Background: an optimization exercise with open tools, aiming at small area and a short achievable clock period. Do not read the settings as production practice. Only simulation tests tie the RTL to the original design; equivalence was not proved.

==> flow/design.v, too long to show whole: its modules and the start of the top module <==
// module FA: 4 lines
// module HA: 4 lines
// module conv_filter: 3501 lines
module conv_filter(input clk, input reset_n, input in_valid, input [3:0] select,
  input [391:0] red_in, input [391:0] green_in, input [391:0] blue_in,
  output reg out_valid, output reg [7:0] red_out, output reg [7:0] green_out, output reg [7:0] blue_out);
  // ...
==> flow/flow/run.sh <==
#!/bin/bash
# The standard layout (standard.sh: standard synthesis, floorplan, place, CTS, route),
# with one change: the buffers that buffer_ports puts on every input and output port are
# sky130_fd_sc_hd__buf_1 instead of the flow's default delay-buffer cell.
set -uo pipefail
export BUFFER_PORTS_ARGS="-buffer_cell sky130_fd_sc_hd__buf_1"
bash standard.sh > standard_flow.log 2>&1
status=$?
# each ORFS step's own log is under orfs/logs; copy them next to this flow's log
mkdir -p step_logs
cp -r orfs/logs/. step_logs/ 2>/dev/null || true
exit $status
==> flow/standard.sh <==
#!/bin/bash
# synth_recipe.tcl (not shown) runs the flow's synth.tcl, then flattens the netlist and writes it again
# the make line also repeats each setting of config.mk as NAME=value (left out here)
make -C /OpenROAD-flow-scripts/flow DESIGN_CONFIG=/design/flow/config.mk WORK_HOME=/design/flow/orfs CLKGATE_MAP_FILE= SYNTH_SCRIPT=/design/flow/synth_recipe.tcl "${@:-finish}"
==> flow/config.mk <==
export PLATFORM = sky130hd
export DESIGN_NAME = conv_filter
export DESIGN_NICKNAME = conv_filter
export VERILOG_FILES = /design/flow/design.v
export SDC_FILE = /design/flow/constraint.sdc
export NUM_CORES = 4
export LEC_CHECK = 0
export CAP_MARGIN = 20
export CORE_MARGIN = 2
export CORE_UTILIZATION = 40
export SLEW_MARGIN = 20
export SYNTH_HIERARCHICAL = 1
export SYNTH_MINIMUM_KEEP_SIZE = 0
==> flow/constraint.sdc <==
create_clock -name core_clock -period 85.0 [get_ports {clk}]
set_input_delay 17.0000 -clock core_clock [delete_from_list [all_inputs] [get_ports {clk}]]
set_output_delay 17.0000 -clock core_clock [all_outputs]
set_load 0.01 [all_outputs]
==> flow_metrics.tcl, run 1 <==
set metrics [dict create \
    status "timing/DRC/antenna clean" \
    core_um2 137000 \
    fin_ws_ps 65650 \
    cpMostUsedCell "fa_1" \
    path_cells "buf_1 > fa_1 > fa_1 > fa_1 > fa_1 > ha_1 > fa_1" \
    fin_skew_ps 61.2 \
    dieHeight_um 376 \
    drc 0 \
    post-route-period-util_pct 22.8 \
    required_ps 85550 \
    final_cell_mix "fa_1, buf_1, dfxtp_1, nand2_1, a22oi_1" \
    arrival_ps 19900 \
    syn_area_per_cell_um2 13.7 \
    layout_commonest_cell "fa_1" \
    yosysTopAreaCell "fa_1" \
    signal_buffers 1267 \
    final_core_util_pct 46.3 \
    portBuffers 1207 \
    synth_area_um2 55300 \
    overflow 0 \
    wl_met2_mm 100 \
    period_needed_ps 19350 \
    critPathLaunch "green_in[24]" \
    io_pins 1208 \
    die_area_um2 141000 \
    clk_pin_slew_worst_paths_ps 60 \
    largestRegisters "blue_out x8, green_out x8, red_out x8" \
    routedLengthMet1_mm 91.2 \
    n_clock_buffer 82 \
    cp-end-kind "flip-flop" \
    crit_family "adder cells" \
    vias 39400 \
    final_layout_size_suffix_gt1_share_pct 4.34 \
    hold_viol_final 0 \
    whs_endpoint "out_valid" \
]
==> run 2: changes to the inputs <==
--- a/flow/config.mk
+++ b/flow/config.mk
@@ -6,8 +6,10 @@
 export NUM_CORES = 4
 export LEC_CHECK = 0
 export CAP_MARGIN = 20
-export CORE_MARGIN = 2
-export CORE_UTILIZATION = 40
+export CORE_AREA = 2 2.72 458 222.72
+export CTS_BUF_LIST = sky130_fd_sc_hd__clkbuf_4 sky130_fd_sc_hd__clkbuf_8
+export DIE_AREA = 0 0 460 225
+export PLACE_DENSITY = 0.7
 export SLEW_MARGIN = 20
 export SYNTH_HIERARCHICAL = 1
 export SYNTH_MINIMUM_KEEP_SIZE = 0
==> run 2 against run 1 <==
Worst hold slack improved by 96 ps. Synthesized area is the same. Setup slack worse by 100 ps. Critical path type unchanged.
==> flow_metrics.tcl, run 2 <==
set metrics [dict create \
    clk_pin_slew_worst_paths_ps 70 \
    synth-edff-count 0 \
    place_hpwl_mm 213 \
    seq_area_frac_synth_pct 17.5 \
    post-synth-top-area-fraction_pct 61.1 \
    regToRegSetupSlack_ps 68530 \
    maxSlewViolCount 0 \
    synthCells 4020 \
    place.gp.congestion 1.16 \
    dp.cells 6369 \
    final_layout_size_suffix_gt1_share_pct 5.06 \
    wl_mm 244 \
    clockBufferDepth 3 \
    start_util_pct 55.8 \
    drc 0 \
    first_global_vias 45900 \
    nFillCells 7529 \
    syn_nets 7030 \
    routedWlPerCell_um 37.2 \
    ys_ff_latch 483 \
    root_buffer "clkbuf_8" \
    layout_commonest_cell "fa_1" \
    finalNonFillerCells 6559 \
    fp-row-count 80 \
    grt_pass1_wl_mm 337 \
    core_um2 99100 \
    synth_area_um2 55300 \
    yosysTopAreaCell "fa_1" \
    min_path_type "reg2reg" \
    die_area_um2 104000 \
    required_ps 85630 \
    arrival_ps 20080 \
    period_needed_ps 19440 \
    ant_nets 0 \
    final_core_util_pct 63.3 \
    async_flop_share_pct 0 \
    cp-end-kind "flip-flop" \
    ys_types 69 \
    antenna_found_initial 82 \
    clk_latency_ps 800 \
    path_class "in2reg" \
    fmax_ghz 0.0514 \
    synth_flop_cell "dfxtp_1" \
    grt_start_max_net_pins 94 \
    vias 42300 \
    finalSetupViolCount 0 \
    seq_area_um2 9680 \
    postCtsSetupBuffers 0 \
    yosysMostFrequentCell "fa_1" \
    final_cell_mix "fa_1, buf_1, dfxtp_1, nand2_1, a22oi_1" \
    synth_commonest_cells "fa_1, dfxtp_1, nand2_1" \
    nets 8144 \
    hold_buffers 0 \
    final.setup.tns_ps 0 \
    maxCapViolations 0 \
    status "timing/DRC/antenna clean" \
    largestRegisters "blue_out x8, green_out x8, red_out x8" \
    tightest_slew_ps 1110 \
    overflow 0 \
    ys_top_cells_by_area "fa_1, dfxtp_1, ha_1, a22oi_1, nand2_1" \
    ctsResizeCount 0 \
    rsz0062_at_grt "false" \
    hold_viol_final 0 \
    cts_tree "yes" \
    cts_inserted_buffers 75 \
    synthToLayoutAreaGrowth_pct 13.5 \
    htreeDepth 3 \
    first_pass_iters 17 \
    grt_usage_pct 48.0 \
    fin_skew_ps 36.5 \
    syn_area_per_cell_um2 13.7 \
    yosys_warnings 7 \
    viasPerCell 6.45 \
    dieHeight_um 225 \
    drtIter0Drc 6691 \
    post-route-period-util_pct 22.9 \
    worstPathMaxFanout 1 \
    whs_ps 540 \
    portBuffers 1207 \
    die_w_um 460 \
    multiInputGateArea_um2 44200 \
    io_pins 1208 \
    worst_setup_path_start_kind "primary input" \
    max-slew-margin-rel_pct 25.7 \
    clock-sinks 483 \
]
[run 2: metrics by stage]
stage	cell area (µm²)	setup slack, ps
CTS	62600	65610
global route	62700	65600
finish	62700	65560
detailed placement	60900	64820
global placement	60900	64880
floorplan	55300	65390
[run 2: area by class of cell]
type | count | area share, %
tap | 1312 | 2.62
timing repair buffer | 1270 | 7.99
antenna | 53 | 0.211
clock inverter | 30 | 0.528
sequential | 483 | 15.4
clock buffer | 107 | 2.18
inverter | 108 | 0.650
multi-input combinational | 3196 | 70.4
[run 2: logic make-up (layout without fill, tap and decap cells)]
logic type | count (synthesis) | after routing | share of synthesized area [%]
adders and majority gates | 1827 | 1827 | 64.3
muxes | 36 | 36 | 0.709
xor gates and xnor gates | 10 | 10 | 0.158
other | 0 | 53 | 0
AOI/OAI and AO/OA | 733 | 733 | 9.86
buffers and inverters | 341 | 1515 | 2.72
DFF | 483 | 483 | 17.5
and+or+nand+nor | 590 | 590 | 4.79
[run 2: Yosys stat by module (local to each module, per instance)]
| module | cell area (µm²) | cells inside |
|---|---|---|
| HA | 12.5 | 1 |
| FA | 20.0 | 1 |
| conv_filter | 20200 | 2226 |
[run 2: path summary, 6_finish.rpt]
| path | from | end | cells past startpoint |
|---|---|---|---|
| setup / recovery | red_in[221] | r2_w446 | 6 |
| hold / removal | v | out_valid | 1 |
| setup reg to reg | sel2[0] | green_out[7] | 48 |
| hold reg to reg | v | out_valid | 1 |
[run 2: critical path, cell delays in order]
cell and delay, ps:
buf_1 630, fa_1 580, fa_1 450, fa_1 460
fa_1 530, fa_1 420
[run 2: layer usage]
metal	track usage, %	part of all wire, %
met1	62.2	36
met2	65.7	42
met3	28.7	18
met4	17.0	4.4
met5	4.90	0.41

separate check: timing with driven ports:
How much do the figures lean on ideal ports? The routed layouts below were timed once more, with nothing changed but the port constraints. Step 1 (the two cells are an assumption about what drives the block):
set clk [get_ports {clk}]
set_driving_cell -lib_cell sky130_fd_sc_hd__clkbuf_16 $clk
set_driving_cell -lib_cell sky130_fd_sc_hd__buf_2 [delete_from_list [all_inputs] $clk]
Step 2 also shifts input and output timing later by t, the mid clock arrival at the registers, as if the neighbouring blocks saw the same clock. a / b / c = no drivers / after step 1 / after step 2; a / b = the first two.
run	t, ns	slack for setup (ns)	worst hold slack (ns)
run 1	0.750	65.655 / 65.668 / 64.919	0.444 / 0.444 / 0.444
run 2	0.861	65.555 / 65.602 / 64.741	0.540 / 0.540 / 0.540
After both steps every run listed still meets setup and hold. For run 2, which loses most, drivers alone change the setup slack by +0.047 ns; drivers and shift together by -0.814 ns.
